What follows belongs to an exercise in optimizing a design on an open flow for a short achievable clock period and few clock cycles; a production flow would make more cautious choices.
The RTL was checked by simulation tests, not by an equivalence proof against the original design.
Power is estimated from default activity; no workload was simulated.

==> design.v <==
module proc (DIN, Resetn, Clock, Run, Done, W, DOUT, ADDR, BusWires, Tstep_Q, R0, R1, R2, R3, R4, R5, R6, R7, G, A, IR);
    input [15:0] DIN;
    input Resetn, Clock, Run;
    output Done, W;
	 output [15:0] ADDR, DOUT;
	 output [15:0] BusWires;
    output [8:0] IR;
    wire [2:0] opcode, RX, RY;
    assign opcode = IR[8:6];
    assign RX = IR[5:3];
    assign RY = IR[2:0];
    output [15:0] R0, R1, R2, R3, R4, R5, R6, R7, G, A;
    wire [15:0] AddSubOut;
    reg Done;
    wire [7:0] Rin;
    wire [7:0] Rout;
    reg [2:0] ERin, ERout;
    reg IRin, Enable_in, Enable_out, DINout, Ain, Gin, Gout, ADDRin, DOUTin, AddSub, Clear, W_D, incr_PC; 
    output [2:0] Tstep_Q;
    wire G_ne_0;
	parameter [2:0]	T0 = 3'b000, 
							T1 = 3'b001, 
							T2 = 3'b010, 
							T3 = 3'b011,
							T4 = 3'b100,
							T5 = 3'b101,
							T6 = 3'b110,
							T7 = 3'b111;
	parameter [2:0]	mv = 3'b000, 
							mvi = 3'b001, 
							add = 3'b010, 
							sub = 3'b011,
							ld  = 3'b100,
							st  = 3'b101,
							mvnz = 3'b110;
	parameter [2:0] reg7 = 3'b111;
	upcount #(3) Tstep (Clear | ~Resetn, Clock, Tstep_Q);
	dec3to8 EnableRin(ERin, Enable_in, Rin);
	dec3to8 EnableRout(ERout, Enable_out, Rout);
	regn reg_0 (BusWires, Rin[0], Clock, R0);
	regn reg_1 (BusWires, Rin[1], Clock, R1);
	regn reg_2 (BusWires, Rin[2], Clock, R2);
	regn reg_3 (BusWires, Rin[3], Clock, R3);
	regn reg_4 (BusWires, Rin[4], Clock, R4);
	regn reg_5 (BusWires, Rin[5], Clock, R5);
	regn reg_6 (BusWires, Rin[6], Clock, R6);
	regn reg_A (BusWires, Ain, Clock, A);
	regn reg_G (AddSubOut, Gin, Clock, G);
	regn #(9) reg_IR (DIN[15:7], IRin, Clock, IR);
	regn #(1) reg_W (W_D & Resetn, 1'b1, Clock, W);
	regn reg_ADDR (BusWires, ADDRin, Clock, ADDR);
	regn reg_DOUT (BusWires, DOUTin, Clock, DOUT);
	alu AddSubALU (AddSub, A, BusWires, AddSubOut);
	megamux Multiplexers ({DINout, Rout[7:0], Gout}, DIN, R7, R6, R5, R4, R3, R2, R1, R0, G, BusWires);
	not_equal_0 G_not_0(G, G_ne_0);
	Program_Counter PC(Resetn, BusWires, incr_PC, Rin[7], Clock, R7);
	always@(*) begin
		IRin = 0;
		Enable_in = 0;
		Enable_out = 0;
		Done = 0;
		DINout = 0;
		Ain = 0;
		Gin = 0;
		Gout = 0;
		AddSub = 0;
		Clear = 0;
		ERin = 0;
		ERout = 0;
		ADDRin = 0;
		DOUTin = 0;
		W_D = 0;
		incr_PC = 0;
		case(Tstep_Q)
			T0: begin
					ERout = reg7;
					Enable_out = 1;
					ADDRin = 1;
					if(~Run)		Clear = 1;
				end
			T1: begin	
					incr_PC = 1;
				end
			T2: begin
					IRin = 1;
				end
			T3: begin
					case(opcode)
						mv: 	begin
									ERout = RY;
									ERin = RX;
									Enable_in = 1;
									Enable_out = 1;
									Done = 1;
									Clear = 1;
								end
						mvi: 	begin
									ERout = reg7;
									Enable_out = 1;
									ADDRin = 1;
								end
						add:	begin
									ERout = RX;
									Enable_out = 1;
									Ain = 1;
								end
						sub: 	begin
									ERout = RX;
									Enable_out = 1;
									Ain = 1;
								end
						ld:	begin
									ERout = RY;
									Enable_out = 1;
									ADDRin = 1;
								end
						st:	begin
									ERout = RX;
									Enable_out = 1;
									DOUTin = 1;
								end
						mvnz:	begin
									if(G_ne_0) begin
										ERout = RY;
										ERin = RX;
										Enable_in = 1;
										Enable_out = 1;
									end
									Done = 1;
									Clear = 1;
								end
						default:	;
					endcase
				end
			T4: 	begin
						case(opcode)
							mvi: 	begin
										incr_PC = 1;
									end
							add: 	begin
										ERout = RY;
										Enable_out = 1;
										Gin = 1;
									end
							sub: 	begin
										ERout = RY;
										Enable_out = 1;
										Gin = 1;
										AddSub = 1;
									end
							st:	begin
										ERout = RY;
										Enable_out = 1;
										ADDRin = 1;
										W_D = 1;
									end
							default: ;
						endcase
					end
			T5: 	begin
						case(opcode)
							mvi: 	begin
										DINout = 1;
										ERin = RX;
										Enable_in = 1;
									end
							add: 	begin
										Gout = 1;
										ERin = RX;
										Enable_in = 1;
									end
							sub: 	begin
										Gout = 1;
										ERin = RX;
										Enable_in = 1;
									end
							ld: 	begin
										DINout = 1;
										ERin = RX;
										Enable_in = 1;
									end
							default: ;
						endcase
						Done = 1;
						Clear = 1;
					end
			default:	;
		endcase
	end
endmodule
module not_equal_0(D, Din_ne_0);
	input [15:0] D;
	output Din_ne_0;
	assign Din_ne_0 = (D != 0);
endmodule
module Program_Counter(Resetn, D, incr_PC, R7in, Clock, Q);
	input Resetn, Clock, incr_PC, R7in;
	input [15:0] D;
	output reg [15:0] Q;
	always @(posedge Clock)
		if (~Resetn)
			Q <= 0;
		else if(incr_PC)
			Q <= Q + 1'b1;
		else if(R7in)
			Q <= D;
endmodule
module upcount(Clear, Clock, Q);
	parameter n = 3;
	input Clear, Clock;
	output [n-1:0] Q;
	reg [n-1:0] Q;
	always @(posedge Clock)
		if (Clear)
			Q <= 0;
		else
			Q <= Q + 1;
endmodule
module dec3to8(W, En, Y);
	input [2:0] W;
	input En;
	output [7:0] Y;
	reg [7:0] Y;
	always @(W or En) begin
		if (En == 1)
			case(W)
				3'b111: Y = 8'b10000000;
				3'b110: Y = 8'b01000000;
				3'b101: Y = 8'b00100000;
				3'b100: Y = 8'b00010000;
				3'b011: Y = 8'b00001000;
				3'b010: Y = 8'b00000100;
				3'b001: Y = 8'b00000010;
				3'b000: Y = 8'b00000001;
			endcase
		else
			Y = 8'b00000000;
	end
endmodule
module regn(R, Rin, Clock, Q);
	parameter n = 16;
	input [n-1:0] R;
	input Rin, Clock;
	output [n-1:0] Q;
	reg [n-1:0] Q;
	always @(posedge Clock)
		if (Rin)
			Q <= R;
endmodule
module megamux(Select, IN1, IN2, IN3, IN4, IN5, IN6, IN7, IN8, IN9, IN10, OUT);
	parameter n = 16;
	input [9:0] Select;
	input [n-1:0] IN1, IN2, IN3, IN4, IN5, IN6, IN7, IN8, IN9, IN10;
	output [n-1:0] OUT;
	reg [n-1:0] OUT;
	always @(*) begin
		OUT = IN1;
		case (Select)
			10'b0000000001: OUT = IN10;
			10'b0000000010: OUT = IN9;
			10'b0000000100: OUT = IN8;
			10'b0000001000: OUT = IN7;
			10'b0000010000: OUT = IN6;
			10'b0000100000: OUT = IN5;
			10'b0001000000: OUT = IN4;
			10'b0010000000: OUT = IN3;
			10'b0100000000: OUT = IN2;
			10'b1000000000: OUT = IN1;
			default:	;
		endcase
	end
endmodule
module alu(OP, IN1, IN2, OUT);
	parameter n = 16;
	input OP;
	input [n-1:0] IN1, IN2;
	output [n-1:0] OUT;
	reg [n-1:0] OUT;
	always @(*) begin
		case (OP)
			1'b0: OUT = IN1 + IN2;
			1'b1: OUT = IN1 - IN2;
		endcase
	end
endmodule
module chipselect (A, write, mem_wr_en, led_en, seg_en, port_en, din, portn_out, mem_out);
	input [3:0] A;
	input write;
	output mem_wr_en, led_en, seg_en, port_en;
	input [15:0] portn_out, mem_out;
	output [15:0] din;
	assign mem_wr_en	 = (~(A[3] | A[2] | A[1] | A[0])) & write;
	assign led_en		 = (~(A[3] | A[2] | A[1] | ~A[0])) & write;
	assign seg_en		 = (~(A[3] | A[2] | ~A[1] | A[0])) & write;
	assign port_en		 = (~(A[3] | ~A[2] | A[1] | A[0])) & ~write;
	assign din = (port_en)?portn_out:mem_out;
endmodule
module port_n (SW, Clock, swout);
	input [15:0] SW;
	output [15:0] swout;
	input Clock;
	regn reg_sw(SW, 1'b1, Clock, swout);
endmodule
module seg7_scroll (En, Data, Select, HEX0, HEX1, HEX2, HEX3, HEX4, HEX5, HEX6, Clock, Resetn);
	input [6:0] Data;
	input [2:0] Select;
	output reg [6:0] HEX0, HEX1, HEX2, HEX3, HEX4, HEX5, HEX6;
	input En, Clock, Resetn;
	always@(posedge Clock) begin
		if(~Resetn) begin
			HEX0 <= 7'd0; HEX1 <= 7'd0; HEX2 <= 7'd0; HEX3 <= 7'd0;
			HEX4 <= 7'd0; HEX5 <= 7'd0; HEX6 <= 7'd0;
		end
		else if(En) begin
			case(Select)
				3'b000: HEX0 <= Data;
				3'b001: HEX1 <= Data;
				3'b010: HEX2 <= Data;
				3'b011: HEX3 <= Data;
				3'b100: HEX4 <= Data;
				3'b101: HEX5 <= Data;
				3'b110: HEX6 <= Data;
				default: ;
			endcase
		end
	end
endmodule	
module simple_proc (clk, resetn, sw, mem_rdata, mem_addr, mem_wdata, mem_we,
                    led, hex0, hex1, hex2, hex3, hex4, hex5, hex6);
	input clk, resetn;
	input [15:0] sw;
	input [15:0] mem_rdata;
	output [11:0] mem_addr;
	output [15:0] mem_wdata;
	output mem_we;
	output reg [15:0] led;
	output [6:0] hex0, hex1, hex2, hex3, hex4, hex5, hex6;
	wire [15:0] addr, data_out, din, portn_out;
	wire write, mem_wr_en, led_en, seg_en, port_en, done;
	wire [15:0] bus, R0, R1, R2, R3, R4, R5, R6, R7, G, A;
	wire [2:0] tstep;
	wire [8:0] IR;
	assign mem_addr = addr[11:0];
	assign mem_wdata = data_out;
	assign mem_we = mem_wr_en;
	chipselect cs(addr[15:12], write, mem_wr_en, led_en, seg_en, port_en, din, portn_out, mem_rdata);
	port_n switches(sw, clk, portn_out);
	seg7_scroll seg7(seg_en, data_out[6:0], addr[2:0], hex0, hex1, hex2, hex3, hex4, hex5, hex6, clk, resetn);
	always @(posedge clk)
		if (~resetn)
			led <= 16'd0;
		else if (led_en)
			led <= data_out;
	proc p (din, resetn, clk, 1'b1, done, write, data_out, addr, bus, tstep, R0, R1, R2, R3, R4, R5, R6, R7, G, A, IR);
endmodule
==> run.sh <==
#!/bin/bash
# synth_recipe.tcl (not shown) runs the flow's synth.tcl, then flattens the netlist and writes it again
# the make line also repeats each setting of config.mk as NAME=value (left out here)
make -C /OpenROAD-flow-scripts/flow DESIGN_CONFIG=/design/flow/config.mk WORK_HOME=/design/flow/orfs CLKGATE_MAP_FILE= SYNTH_SCRIPT=/design/flow/synth_recipe.tcl finish
==> config.mk <==
export PLATFORM = sky130hd
export DESIGN_NAME = simple_proc
export DESIGN_NICKNAME = simple_proc
export VERILOG_FILES = /design/flow/design.v
export SDC_FILE = /design/flow/constraint.sdc
export NUM_CORES = 4
export LEC_CHECK = 0
export CAP_MARGIN = 20
export CORE_MARGIN = 2
export CORE_UTILIZATION = 40
export SLEW_MARGIN = 20
==> constraint.sdc <==
create_clock -name core_clock -period 6.3 [get_ports {clk}]
set_input_delay 1.2600 -clock core_clock [delete_from_list [all_inputs] [get_ports {clk}]]
set_output_delay 1.2600 -clock core_clock [all_outputs]
set_load 0.01 [all_outputs]
==> results.txt <==
## timing repair
| item | in CTS | in global routing |
|---|---|---|
| pin swaps | 0 | 13 |
| endpoints found under the setup margin | 1 | 3 |
| buffers inserted | 0 | 11 |
| resized for setup | 11 | 29 |
## synthesized netlist by cell type (6+ instances only)
library cell / number
a31oi_1: 7
a211oi_1: 6
a2111oi_0: 8
nand4_1: 15
a21boi_0: 9
or2_2: 7
a22o_1: 7
buf_4: 14
inv_1: 38
edfxtp_1: 185
nand2_1: 48
o31ai_1: 8
xor2_1: 8
o21a_1: 7
nor2b_1: 15
a222oi_1: 7
nand3_1: 33
o21ai_0: 39
xnor2_1: 15
nor3_1: 24
mux2_2: 7
and2_1: 10
buf_2: 11
nor2_1: 133
nand2b_1: 9
ha_1: 22
a21o_1: 7
and4_1: 6
clkbuf_1: 37
a22oi_1: 10
and3_1: 17
a21oi_1: 30
dfxtp_1: 101
a221oi_1: 11
mux2i_1: 83
## worst register-to-register path, cell delays in order, from the launching register on
cell and delay (ns):
edfxtp_1 0.46, nor4_4 0.43, a41oi_4 0.24, buf_4 0.22, a311oi_4 0.31, nand2_1 0.15, and3_1 0.25, buf_4 0.17
a222oi_1 0.31, a22oi_1 0.17, buf_4 0.22, or3_4 0.42, o31ai_4 0.28, xor2_1 0.11, ha_1 0.37, nand3_1 0.14
o2111ai_2 0.25, a41oi_2 0.18, o21a_1 0.25, buf_4 0.15, nand2_1 0.06, nor4_1 0.04, a221o_1 0.31, or4_1 0.40
## metal layers
metal	vias up	track usage (%)	routed length, microns
met5	-	0	0
met2	456	36.36	17590
met3	85	4.746	3406
li1	4515	-	-
met1	4801	33.66	17790
met4	0	7.872	1411
## final timing paths
path	startpoint	endpoint	slack, ns
min reg2reg	seg7.HEX4[5]	seg7.HEX4[5]	0.49
min	seg7.HEX4[5]	seg7.HEX4[5]	0.49
max reg2reg	p.reg_G.Q[14]	p.reg_G.Q[15]	0.15
max	p.reg_G.Q[14]	p.reg_G.Q[15]	0.15
## final cells by class
cell class | instances | area (sq um) | share of cell area (%)
Clock buffer | 36 | 814.5 | 4.903
Clock inverter | 22 | 260.3 | 1.567
Inverter | 39 | 146.4 | 0.8812
Multi-Input combinational cell | 696 | 5030 | 30.28
Sequential cell | 286 | 7577 | 45.61
Tap cell | 402 | 503.0 | 3.028
Timing Repair Buffer | 256 | 2281 | 13.73
## cell families (layout without fill, tap and decap cells)
| logic type | after synthesis | count (layout) | share of synthesized area (%) |
|---|---|---|---|
| simple gates | 350 | 350 | 14.06 |
| fa+ha+maj | 23 | 23 | 2.302 |
| xor+xnor | 23 | 23 | 1.571 |
| buf+inv | 103 | 353 | 3.590 |
| compound gates | 210 | 210 | 12.30 |
| mux | 90 | 90 | 7.093 |
| flops | 286 | 286 | 59.08 |
## sequential cells by signal, summed over array words and instances (netlist names), 9 cells and up
register,flops
p.PC.Q,16
p.reg_ADDR.Q,16
switches.reg_sw.Q,16
p.reg_DOUT.Q,16
p.reg_4.Q,16
p.reg_IR.Q,9
p.reg_1.Q,16
p.reg_3.Q,16
p.reg_G.Q,16
p.reg_6.Q,16
led,16
p.reg_A.Q,16
p.reg_2.Q,16
p.reg_5.Q,16
p.reg_0.Q,16
## power groups by stage
stage	Combinational, uW	Sequential [uW]	Clock [uW]
after floorplan	980	2320	0
after global placement	1780	2340	0
after detailed placement	1790	2330	0
after CTS	1820	2300	1940
after global routing	2040	2300	2010
final	1900	2300	1910
## layout by cell type (no fill, tap or decap), types with 8 or more instances in the layout
cell type and count:
a21oi_1 29, a221oi_1 10, a22oi_1 10, and2_1 9, and3_1 17, buf_4 125, clkbuf_16 31, clkdlybuf4s50_1 127
clkinv_2 9, dfxtp_1 101, edfxtp_1 185, ha_1 18, inv_1 38, mux2i_1 83, nand2_1 47, nand2b_1 9
nand3_1 32, nand4_1 15, nor2_1 129, nor2b_1 15, nor3_1 19, o21ai_0 37, xnor2_1 15, xor2_1 8
## stage by stage
step / utilization (%) / TNS, ns / area, sq um / hold WS [ns] / cells
after global routing: 52.64 / -0.1174 / 16610 / 0.5129 / 1737
after global placement: 48.34 / -0.2007 / 15250 / 0.4775 / 1667
after CTS: 51.93 / 0 / 16390 / 0.4983 / 1726
after detailed placement: 48.38 / -0.2591 / 15270 / 0.4836 / 1668
after floorplan: - / 0 / 12820 / 0.4332 / 1085
final: 52.64 / 0 / 16610 / 0.4950 / 1737
==> impl_metrics.env <==
export IMPL_ir_drop_mv=0.2643
export IMPL_power_frac_clock_pct=31.2
export IMPL_drv_cap=0
export IMPL_antenna_found_initial=0
export IMPL_tightest_slew_ns=1.164
export IMPL_setup_viol=0
export IMPL_power_uw=6107
export IMPL_hold_path_class="flip-flop to flip-flop"
export IMPL_drt_pass1_iter_count=7
export IMPL_netlist_area_sq_mm=0.01282
export IMPL_clock_latency_ns=0.58
export IMPL_crit_slowest_cell="edfxtp_1"
export IMPL_initial_core_util_pct=40.64
export IMPL_cts_hold_fix_buffers=0
export IMPL_drcViolationCount=0
export IMPL_max_freq_mhz=162.7
export IMPL_timing_final_ws_setup_ns=0.1540
export IMPL_synthArstFlopShare_pct=0
export IMPL_synth_seq_cells=286
export IMPL_die_area_sq_mm=0.03351
export IMPL_gp_congestion=0.9154
export IMPL_cts_sinks=286
export IMPL_seqPwrFrac_pct=37.6
export IMPL_die_w_microns=183.1
export IMPL_leakagePower_uw=0.006394
export IMPL_clockRootBuffer="clkbuf_16"
export IMPL_diodes=0
export IMPL_ant_nets=0
export IMPL_swShare_pct=31.64
export IMPL_endpoint_kind="flip-flop"
export IMPL_area_delta_synth_final_pct=29.53
export IMPL_startpoint_type="flip-flop"
export IMPL_slowest_delay_ns=0.46
export IMPL_synth_distinct_cells=84
export IMPL_rsz0062_at_grt="true"
export IMPL_grt_use_total_pct=23.70
export IMPL_grt_start_max_net_pins=82
export IMPL_io_pins=128
export IMPL_clockBufferDepth=3
export IMPL_tritoncts="yes"
export IMPL_drt_iter0_drc=877
export IMPL_p_per_area_mw_per_mm2=367.6
export IMPL_routedWlPerCell_microns=23.14
export IMPL_syn_inst=1085
export IMPL_dp_hpwl_mm=28.47
export IMPL_cpMostUsedCell="buf_4"
export IMPL_vias=9857
export IMPL_cp_num_buf_inv=4
export IMPL_cp_depth=23
export IMPL_wirelength_mm=40.20
export IMPL_required_ns=6.62
export IMPL_power_switching_uw=1932
export IMPL_first_global_vias=9561
export IMPL_fin_nets=1367
export IMPL_grt_pass1_wl_mm=59.81
export IMPL_skew_ns=0.01430
export IMPL_avgSynthCellArea_sq_um=11.82
export IMPL_r2r_cells=23
export IMPL_crit_family="compound AO/OA/AOI/OAI gates"
export IMPL_period_minus_slack_ns=6.146
export IMPL_finalCritPeriodShare_pct=97.56
export IMPL_io_buffers=127
export IMPL_final_max_slew_viol_count=0
export IMPL_routed_via_density=5.675
export IMPL_ys_flop_type="edfxtp_1"
export IMPL_rows=65
export IMPL_syn_num_nets=1142
export IMPL_synth_edf_count=185
export IMPL_dp_slack_ns=-0.2591
export IMPL_seq_area_frac_synth_pct=59.08
export IMPL_synthTopCellsByArea="edfxtp_1, dfxtp_1, mux2i_1"
export IMPL_fp_dieH_microns=183.1
export IMPL_synth_top_area_share_pct=43.32
export IMPL_yosys_area_top_type="edfxtp_1"
export IMPL_internal_power_uw=4175
export IMPL_status="complete, no violations"
export IMPL_cts_made_buffers=31
export IMPL_drive_gt1_share_pct=18.88
export IMPL_holdPathStages=2
export IMPL_cp_arrival_ns=6.46
export IMPL_power_frac_comb_pct=31.2
export IMPL_hold_viol=0
export IMPL_core_area_sq_mm=0.03156
export IMPL_cp_max_fo=9
export IMPL_crit_type="flip-flop to flip-flop"
export IMPL_clk_pin_slew_ns=0.06
export IMPL_yosys_warnings=11
export IMPL_relSlewSlack_pct=22.16
export IMPL_ctsHtreeMaxLevel=1
export IMPL_gr_total_overflow=0
export IMPL_num_fill_cells=2727
export IMPL_path_cells="nor4_4, a41oi_4, buf_4, a311oi_4, nand2_1, and3_1, buf_4, a222oi_1, a22oi_1, buf_4, or3_4, o31ai_4, xor2_1, ha_1, nand3_1, o2111ai_2, a41oi_2, o21a_1, buf_4, nand2_1, nor4_1, a221o_1, or4_1"
Testbench counts, summed over its fixed seeds: cycles 136,224.

==> re-timing with driven ports <==
The flow's constraints put no driver on any port. The routed layout listed below was extracted and timed again, unchanged, in two steps. Step 1 assumes that a clkbuf_16 drives the clock port and a buf_2 every other input. Step 2 moves the port delays by t, midway between the first and last clock arrival at a register: inputs arrive t later, outputs are due t later. That takes back most of the time a late clock gives input paths. Slacks: no drivers / after step 1 / after step 2; pairs: no drivers / after step 1.
t, ns: 0.621
slack for setup (ns): 0.154 / 0.154 / 0.154
hold slack, ns: 0.495 / 0.495 / 0.495
worst slew at a driven data input, ns: 0.05
cell pins on the clock port's net: 1
After both steps this run still meets setup and hold. The setup slack of this run moves by 0.000 ns with the drivers and by 0.000 ns with both steps.
